This is an optimization exercise on Yosys and OpenROAD, whose aim is small area and a short achievable clock period, not a production implementation.
Where RTL was checked, it was by simulation tests only, not by an equivalence proof against the original.
No driver is modelled on the clock port, so clock power and skew are understated where the tree is cut down; a real chip needs a root buffer or a tree.

## exp/sierra
==> flow/design.v <==
`timescale 1ns / 1ps
module alu128_top(
    input  logic         clk,
    input  logic [127:0] op1,
    input  logic [127:0] op2,
    input  logic [2:0]   opsel,
    input  logic         mode,
    output logic [127:0] result
    );
    logic [127:0] op1_q;
    logic [127:0] op2_q;
    logic [2:0]   opsel_q;
    logic         mode_q;
    logic [127:0] result_d;
    always_ff @(posedge clk) begin
        op1_q   <= op1;
        op2_q   <= op2;
        opsel_q <= opsel;
        mode_q  <= mode;
        result  <= result_d;
    end
    midterm128bit ALU (
        .op1(op1_q),
        .op2(op2_q),
        .opsel(opsel_q),
        .mode(mode_q),
        .result(result_d)
    );
endmodule

module complementer(input A, output Y);
    assign Y = ~A;
endmodule
module mux2to1(input logic A, input logic B, input logic sel, output Y);
    assign Y = sel ? B : A;
endmodule
module fulladder(input logic thing_a, thing_b, thing_cin, output logic arith_result, arith_Cout);
    assign arith_result = thing_a ^ thing_b ^ thing_cin;
    assign arith_Cout = (thing_a & thing_b) | (thing_cin & (thing_a ^ thing_b));
endmodule
module alu_mux4(input logic s1, input logic s0, input logic a0, input logic a1,
                input logic a2, input logic a3, output logic y);
    assign y = s1 ? (s0 ? a3 : a2) : (s0 ? a1 : a0);
endmodule
module alu_mux2i(input logic s, input logic a0, input logic a1, output logic y);
    assign y = ~(s ? a1 : a0);
endmodule
module alu_inv(input logic a, output logic y);
    assign y = ~a;
endmodule
module alu_nand2(input logic a, input logic b, output logic y);
    assign y = ~(a & b);
endmodule
module alu_nor2(input logic a, input logic b, output logic y);
    assign y = ~(a | b);
endmodule
module alu_xor2(input logic a, input logic b, output logic y);
    assign y = a ^ b;
endmodule
module alu_xnor2(input logic a, input logic b, output logic y);
    assign y = ~(a ^ b);
endmodule
module alu_zstart(input logic p, input logic a, output logic yn);
    assign yn = ~(~p & a);
endmodule
module alu_skip(input logic z, input logic allp, input logic c, output logic cout);
    assign cout = z | (allp & c);
endmodule
module alu_and_reduce #(parameter int N = 2) (input logic [N-1:0] a, output logic y);
    assign y = &a;
endmodule
module midterm1bit #(parameter int ODD = 0) (
    input  logic a, b, cin, t0, t1, t2, t3, kc,
    output logic r, cout, p, ad
    );
    alu_mux4 pm(.s1(a), .s0(b), .a0(t0), .a1(t1), .a2(t2), .a3(t3), .y(p));
    if (ODD == 0) begin : e
        logic vn;
        alu_mux2i ch(.s(p), .a0(a), .a1(cin), .y(cout));          
        alu_nand2 vv(.a(cin), .b(kc), .y(vn));                     
        alu_xnor2 rs(.a(p), .b(vn), .y(r));                        
    end else begin : o
        logic v;
        alu_inv   ai(.a(a), .y(ad));                               
        alu_mux2i ch(.s(p), .a0(ad), .a1(cin), .y(cout));         
        alu_nor2  vv(.a(cin), .b(kc), .y(v));                      
        alu_xor2  rs(.a(p), .b(v), .y(r));                         
    end
endmodule
module alu_ctrl(
    input  logic [2:0] opsel,
    input  logic       mode,
    output logic [3:0] t,
    output logic       kc, kcn, cin
    );
    always_comb begin
        kc = 1'b1; cin = 1'b0;
        if (!mode) begin
            case (opsel)
                3'b001: t = 4'b1001;                        
                3'b011: begin t = 4'b1001; cin = 1'b1; end  
                3'b010, 3'b100: t = 4'b1100;                
                3'b101: t = 4'b0011;                        
                default: t = 4'b0110;                       
            endcase
        end else begin
            kc = 1'b0;
            case (opsel)
                3'b000: t = 4'b1000;                        
                3'b001: t = 4'b1110;                        
                3'b010: t = 4'b0110;                        
                3'b011: t = 4'b0011;                        
                default: begin t = 4'b0000; kc = 1'b1; end  
            endcase
        end
    end
    assign kcn = ~kc;
endmodule
module midterm128bit(
    input  logic [127:0] op1,
    input  logic [127:0] op2,
    input  logic [2:0]   opsel,
    input  logic         mode,
    output logic [127:0] result
    );
    localparam int NF = 16;
    logic [3:0] t [2];
    logic [1:0] kc, kcn, cin;
    for (genvar j = 0; j < 2; j++) begin : ctl
        alu_ctrl C(.opsel(opsel), .mode(mode), .t(t[j]), .kc(kc[j]), .kcn(kcn[j]), .cin(cin[j]));
    end
    localparam int SK = 44, SE = 86;
    logic [128:0] c;      
    logic [127:0] p, ad;
    logic allp, cs;
    assign c[0] = cin[0];
    genvar i;
    for (i = 0; i < 128; i++) begin : bit_
        localparam int H = (i < NF) ? 0 : 1;
        logic ci;
        if (i == SE) begin : sk
            assign ci = cs;
        end else begin : rp
            assign ci = c[i];
        end
        midterm1bit #(.ODD(i % 2)) M(
            .a(op1[i]), .b(op2[i]), .cin(ci),
            .t0(t[H][0]), .t1(t[H][1]), .t2(t[H][2]), .t3(t[H][3]),
            .kc((i % 2) ? kcn[H] : kc[H]),
            .r(result[i]), .cout(c[i+1]), .p(p[i]), .ad(ad[i]));
    end
    logic [SE:SK+1] z;
    alu_zstart z0(.p(p[SK]), .a(op1[SK]), .yn(z[SK+1]));
    for (i = SK + 1; i < SE; i++) begin : zc
        alu_mux2i zk(.s(p[i]), .a0((i % 2) ? ad[i] : op1[i]), .a1(z[i]), .y(z[i+1]));
    end
    alu_and_reduce #(.N(SE - SK)) ap(.a(p[SE-1:SK]), .y(allp));
    alu_skip sk(.z(z[SE]), .allp(allp), .c(c[SK]), .cout(cs));
endmodule
clock: 80.0 ns
lec_check: 0
cap_margin: 20
core_margin: 2
core_utilization: 60
place_density: 0.7
slew_margin: 20
synth_hierarchical: 1
standard.sh (not shown) runs the stock make flow with config.mk's settings and CLKGATE_MAP_FILE= SYNTH_SCRIPT=/design/flow/synth_recipe.tcl, a recipe that flattens the netlist after the stock synthesis.
==> flow/flow/run.sh <==
#!/bin/bash
# Layout flow: the standard ORFS flow (standard.sh) with
#  - the I/O port buffers made the smallest buffer, sky130_fd_sc_hd__buf_1;
#  - a clock tree of larger clusters and without dummy loads;
#  - after clock tree synthesis, the tree's root buffer taken out when it
#    drives only a few clock buffers, so that the clock port drives them.
set -euo pipefail
cd "$(dirname "$0")/.."
export BUFFER_PORTS_ARGS="-buffer_cell sky130_fd_sc_hd__buf_1"
export CTS_ARGS="-sink_clustering_enable -repair_clock_nets -dont_use_dummy_load -sink_clustering_size 32 -sink_clustering_max_diameter 80"
export POST_CTS_TCL="$PWD/flow/clock_root.tcl"
bash standard.sh > orfs_make.log 2>&1
==> flow/flow/clock_root.tcl <==
proc remove_clock_root {} {
  set block [ord::get_db_block]
  set clk_net [$block findNet clk]
  set loads {}
  foreach it [$clk_net getITerms] {
    if {[$it isInputSignal]} { lappend loads [$it getInst] }
  }
  if {[llength $loads] != 1} { puts "remove_clock_root: clock port has [llength $loads] loads, left as is"; return }
  set root [lindex $loads 0]
  if {![string match "*clkbuf*" [[$root getMaster] getName]]} { return }
  set rnet [[$root findITerm X] getNet]
  set below {}
  foreach it [$rnet getITerms] {
    if {[$it isInputSignal]} { lappend below $it }
  }
  if {[llength $below] > 4} { puts "remove_clock_root: root drives [llength $below] cells, left as is"; return }
  foreach it $below {
    if {![string match "*clkbuf*" [[[$it getInst] getMaster] getName]]} { puts "remove_clock_root: root drives a non-buffer, left as is"; return }
  }
  foreach it $below { $it disconnect; $it connect $clk_net }
  [$root findITerm A] disconnect
  [$root findITerm X] disconnect
  odb::dbInst_destroy $root
  odb::dbNet_destroy $rnet
  puts "remove_clock_root: clock port now drives [llength $below] clock buffers"
}
remove_clock_root
exp/sierra did not stop at any stage, and its layout met the timing, DRC and antenna checks.
For exp/zinc, these inputs were changed with respect to exp/sierra:
--- a/flow/design.v
+++ b/flow/design.v
@@ -124,36 +124,44 @@
     output logic [127:0] result
     );
-    localparam int NF = 16;
-    logic [3:0] t [2];
+    localparam int NF = 12;
+    logic [3:0] t0, t1;
     logic [1:0] kc, kcn, cin;
-    for (genvar j = 0; j < 2; j++) begin : ctl
-        alu_ctrl C(.opsel(opsel), .mode(mode), .t(t[j]), .kc(kc[j]), .kcn(kcn[j]), .cin(cin[j]));
-    end
-    localparam int SK = 44, SE = 86;
+    alu_ctrl C0(.opsel(opsel), .mode(mode), .t(t0), .kc(kc[0]), .kcn(kcn[0]), .cin(cin[0]));
+    alu_ctrl C1(.opsel(opsel), .mode(mode), .t(t1), .kc(kc[1]), .kcn(kcn[1]), .cin(cin[1]));
+    localparam int NB = 2;
+    localparam logic [8*NB-1:0] BS = {8'd66, 8'd28};
+    localparam logic [8*NB-1:0] BE = {8'd92, 8'd52};
     logic [128:0] c;      
+    logic [127:0] ci;     
     logic [127:0] p, ad;
-    logic allp, cs;
+    logic [NB-1:0] cs;    
     assign c[0] = cin[0];
-    genvar i;
+    genvar i, k;
     for (i = 0; i < 128; i++) begin : bit_
-        localparam int H = (i < NF) ? 0 : 1;
-        logic ci;
-        if (i == SE) begin : sk
-            assign ci = cs;
+        logic [3:0] t;
+        assign t = (i < NF) ? t0 : t1;
+        if (i == BE[7:0]) begin : sk0
+            assign ci[i] = cs[0];
+        end else if (i == BE[15:8]) begin : sk1
+            assign ci[i] = cs[1];
         end else begin : rp
-            assign ci = c[i];
+            assign ci[i] = c[i];
         end
         midterm1bit #(.ODD(i % 2)) M(
-            .a(op1[i]), .b(op2[i]), .cin(ci),
-            .t0(t[H][0]), .t1(t[H][1]), .t2(t[H][2]), .t3(t[H][3]),
-            .kc((i % 2) ? kcn[H] : kc[H]),
+            .a(op1[i]), .b(op2[i]), .cin(ci[i]),
+            .t0(t[0]), .t1(t[1]), .t2(t[2]), .t3(t[3]),
+            .kc((i % 2) ? kcn[i < NF ? 0 : 1] : kc[i < NF ? 0 : 1]),
             .r(result[i]), .cout(c[i+1]), .p(p[i]), .ad(ad[i]));
     end
-    logic [SE:SK+1] z;
-    alu_zstart z0(.p(p[SK]), .a(op1[SK]), .yn(z[SK+1]));
-    for (i = SK + 1; i < SE; i++) begin : zc
-        alu_mux2i zk(.s(p[i]), .a0((i % 2) ? ad[i] : op1[i]), .a1(z[i]), .y(z[i+1]));
+    for (k = 0; k < NB; k++) begin : blk
+        localparam int S = BS[8*k +: 8], E = BE[8*k +: 8];
+        logic [E:S+1] z;
+        logic allp;
+        alu_zstart z0(.p(p[S]), .a(op1[S]), .yn(z[S+1]));
+        for (i = S + 1; i < E; i++) begin : zc
+            alu_mux2i zk(.s(p[i]), .a0((i % 2) ? ad[i] : op1[i]), .a1(z[i]), .y(z[i+1]));
+        end
+        alu_and_reduce #(.N(E - S)) ap(.a(p[E-1:S]), .y(allp));
+        alu_skip sk(.z(z[E]), .allp(allp), .c(ci[S]), .cout(cs[k]));
     end
-    alu_and_reduce #(.N(SE - SK)) ap(.a(p[SE-1:SK]), .y(allp));
-    alu_skip sk(.z(z[SE]), .allp(allp), .c(c[SK]), .cout(cs));
 endmodule
==> notes.md <==
- exp/zinc and exp/sierra ended up with roughly the same total power.
- Delta (exp/zinc minus exp/sierra): data-path buffer share of cell area in the final layout level; global-route track usage on met1 went down by 0.30 points; setup slack of the worst register-to-register path now larger; number of antenna violations at the first check in global routing has decreased; clock period minus final worst setup slack fell by 22 ps.
- Diff exp/sierra -> exp/zinc | post-synthesis net count | increase of 10
Function not checked in exp/sierra: the RTL went through the layout flow alone.


## lane 1
alu128_top, a different RTL version from the one above (not shown whole).
For scale: ~1500 cells after synthesis, ~390 I/O pins, about 0.015 mm² of cells after synthesis.
==> flow/design.v (excerpt) <==
module alu128_top(
    input  logic         clk,
    input  logic [127:0] op1,
    input  logic [127:0] op2,
    input  logic [2:0]   opsel,
    input  logic         mode,
    output logic [127:0] result
    );
==> module midterm1bit, before the edit <==
module midterm1bit(
    input  logic a, b, cin, y0n, y1n, kp, kpn, kgn, kc,
    output logic r, cout
    );
    logic y, pn, gn, pk, x, u, vn;
    alu_mux2i ys(.s(b), .a0(y0n), .a1(y1n), .y(y));           
    alu_xnor2 pp(.a(a), .b(y), .y(pn));                        
    alu_nand2 gg(.a(a), .b(y), .y(gn));                        
    alu_nor2  pq(.a(pn), .b(kpn), .y(pk));                     
    alu_nand2 cx(.a(pk), .b(cin), .y(x));                      
    alu_nand2 co(.a(x), .b(gn), .y(cout));                     
    alu_o22ai uu(.a1(pn), .a2(kpn), .b1(gn), .b2(kgn), .y(u));  
    alu_nand2 vv(.a(cin), .b(kc), .y(vn));                     
    alu_xnor2 rs(.a(u), .b(vn), .y(r));                        
endmodule
==> module midterm128bit, before the edit <==
module midterm128bit(
    input  logic [127:0] op1,
    input  logic [127:0] op2,
    input  logic [2:0]   opsel,
    input  logic         mode,
    output logic [127:0] result
    );
    logic y0n, y1n, cin, kp, kg, kc;
    always_comb begin
        kp = 1'b1; kg = 1'b0; kc = 1'b1; cin = 1'b0;
        y0n = 1'b1; y1n = 1'b0;
        if (!mode) begin
            case (opsel)
                3'b001: begin y0n = 1'b0; y1n = 1'b1; end                     
                3'b011: begin y0n = 1'b0; y1n = 1'b1; cin = 1'b1; end         
                3'b010, 3'b100: begin y0n = 1'b1; y1n = 1'b1; end             
                3'b101: begin y0n = 1'b0; y1n = 1'b0; end                     
                default: ;                                                     
            endcase
        end else begin
            kc = 1'b0;
            case (opsel)
                3'b000: begin kp = 1'b0; kg = 1'b1; end                       
                3'b001: kg = 1'b1;                                             
                3'b010: ;                                                      
                3'b011: begin y0n = 1'b0; y1n = 1'b0; end                     
                default: begin kp = 1'b0; kc = 1'b1; y0n = 1'b0; y1n = 1'b0; end  
            endcase
        end
    end
    logic [128:0] c;    
    assign c[0] = cin;
    genvar i;
    for (i = 0; i < 128; i++) begin : bit_
        midterm1bit M(
            .a(op1[i]), .b(op2[i]), .cin(c[i]), .y0n(y0n), .y1n(y1n),
            .kp(kp), .kpn(~kp), .kgn(~kg), .kc(kc), .r(result[i]), .cout(c[i+1]));
    end
endmodule
Settings: LEC_CHECK=0, CAP_MARGIN=20, CORE_MARGIN=2, CORE_UTILIZATION=40, SLEW_MARGIN=20, SYNTH_HIERARCHICAL=1; clock period 80.0 ns.
==> flow/flow/run.sh <==
#!/bin/bash
# Layout flow: the standard ORFS flow (standard.sh) with the I/O port
# buffers made the smallest buffer, sky130_fd_sc_hd__buf_1.
set -euo pipefail
cd "$(dirname "$0")/.."
export BUFFER_PORTS_ARGS="-buffer_cell sky130_fd_sc_hd__buf_1"
bash standard.sh > orfs_make.log 2>&1
### lane 1 -> lane 2
==> flow/design.v, changed modules only <==
module midterm1bit(
    input  logic a, b, cin, y0n, y1n, kp, kpn, kgn, kc,
    output logic r, cout, pk, gn
    );
    logic y, pn, x, u, vn;
    alu_mux2i ys(.s(b), .a0(y0n), .a1(y1n), .y(y));           
    alu_xnor2 pp(.a(a), .b(y), .y(pn));                        
    alu_nand2 gg(.a(a), .b(y), .y(gn));                        
    alu_nor2  pq(.a(pn), .b(kpn), .y(pk));                     
    alu_nand2 cx(.a(pk), .b(cin), .y(x));                      
    alu_nand2 co(.a(x), .b(gn), .y(cout));                     
    alu_o22ai uu(.a1(pn), .a2(kpn), .b1(gn), .b2(kgn), .y(u));  
    alu_nand2 vv(.a(cin), .b(kc), .y(vn));                     
    alu_xnor2 rs(.a(u), .b(vn), .y(r));                        
endmodule
module alu_carry(input logic pk, input logic gn, input logic c, output logic cout);
    logic x;
    alu_nand2 cx(.a(pk), .b(c), .y(x));
    alu_nand2 co(.a(x), .b(gn), .y(cout));
endmodule
module alu_inv(input logic a, output logic y);
    assign y = ~a;
endmodule
module alu_skip(input logic z, input logic allp, input logic c, output logic cout);
    assign cout = z | (allp & c);
endmodule
module alu_and_reduce #(parameter int N = 2) (input logic [N-1:0] a, output logic y);
    assign y = &a;
endmodule
module midterm128bit(
    input  logic [127:0] op1,
    input  logic [127:0] op2,
    input  logic [2:0]   opsel,
    input  logic         mode,
    output logic [127:0] result
    );
    logic y0n, y1n, cin, kp, kg, kc;
    always_comb begin
        kp = 1'b1; kg = 1'b0; kc = 1'b1; cin = 1'b0;
        y0n = 1'b1; y1n = 1'b0;
        if (!mode) begin
            case (opsel)
                3'b001: begin y0n = 1'b0; y1n = 1'b1; end                     
                3'b011: begin y0n = 1'b0; y1n = 1'b1; cin = 1'b1; end         
                3'b010, 3'b100: begin y0n = 1'b1; y1n = 1'b1; end             
                3'b101: begin y0n = 1'b0; y1n = 1'b0; end                     
                default: ;                                                     
            endcase
        end else begin
            kc = 1'b0;
            case (opsel)
                3'b000: begin kp = 1'b0; kg = 1'b1; end                       
                3'b001: kg = 1'b1;                                             
                3'b010: ;                                                      
                3'b011: begin y0n = 1'b0; y1n = 1'b0; end                     
                default: begin kp = 1'b0; kc = 1'b1; y0n = 1'b0; y1n = 1'b0; end  
            endcase
        end
    end
    localparam int SK = 52, SE = 76;
    logic [128:0] c;    
    logic [127:0] pk, gn;
    logic allp, cs;
    assign c[0] = cin;
    genvar i;
    for (i = 0; i < 128; i++) begin : bit_
        logic ci;
        if (i == SE) begin : sk
            assign ci = cs;
        end else begin : rp
            assign ci = c[i];
        end
        midterm1bit M(
            .a(op1[i]), .b(op2[i]), .cin(ci), .y0n(y0n), .y1n(y1n),
            .kp(kp), .kpn(~kp), .kgn(~kg), .kc(kc), .r(result[i]), .cout(c[i+1]),
            .pk(pk[i]), .gn(gn[i]));
    end
    logic [SE:SK+1] z;
    alu_inv z0(.a(gn[SK]), .y(z[SK+1]));
    for (i = SK + 1; i < SE; i++) begin : zc
        alu_carry zk(.pk(pk[i]), .gn(gn[i]), .c(z[i]), .cout(z[i+1]));
    end
    alu_and_reduce #(.N(SE - SK)) ap(.a(pk[SE-1:SK]), .y(allp));
    alu_skip sk(.z(z[SE]), .allp(allp), .c(c[SK]), .cout(cs));
endmodule
--- outcome ---
Routed metal-1 wire length: lane 2 vs lane 1 up about 11%. STATUS wire length after detailed routing: lane 2 loses against lane 1. On lane 2: number of global-route vias before repair is 129 higher than what lane 1 gave. Post-synthesis instance area: lane 2 vs lane 1 up 230 µm². Lane 2 — cell area after layout 350 µm² higher, lane 1 as reference. In the reports for lane 2 and lane 1, the larger layout filler cell count belongs to lane 2. Reported for lane 2 and lane 1, hold buffer count at cts turned out identical to the last digit. Compared lane 2 vs lane 1, and horizontal extent of the die is up in lane 2. Non-filler instance count after layout: lane 2 vs lane 1 up 64. Relative to lane 1, the via density per instance measured on lane 2 has increased slightly. Sort lane 2 and lane 1 by instance count after placement with tap cells included asc -> top: lane 1.
No functional check of the RTL was part of any run of this note.

-- separate check: timing with driven ports --
The flow's constraints put no driver on any port. The routed layouts listed below were extracted and timed again, unchanged, in two steps. Step 1 assumes that a clkbuf_16 drives the clock port and a buf_2 every other input. Step 2 moves the port delays by t, midway between the first and last clock arrival at a register: inputs arrive t later, outputs are due t later. That takes back most of the time a late clock gives input paths. Slacks: ideal / step 1 / step 2; pairs: ideal / step 1.
run | shift t [ns] | setup WS [ns] | slew at the worst register clock pin (ns)
exp/sierra | 0.434 | 63.030 / 62.968 / 63.035 | 0.11 / 0.11
exp/zinc | 0.427 | 63.051 / 62.991 / 63.418 | 0.12 / 0.12
lane 1 | 0.597 | 60.702 / 60.702 / 60.702 | 0.06 / 0.06
lane 2 | 0.601 | 62.951 / 62.898 / 63.027 | 0.06 / 0.06
After both steps setup and hold are still met in every run listed.
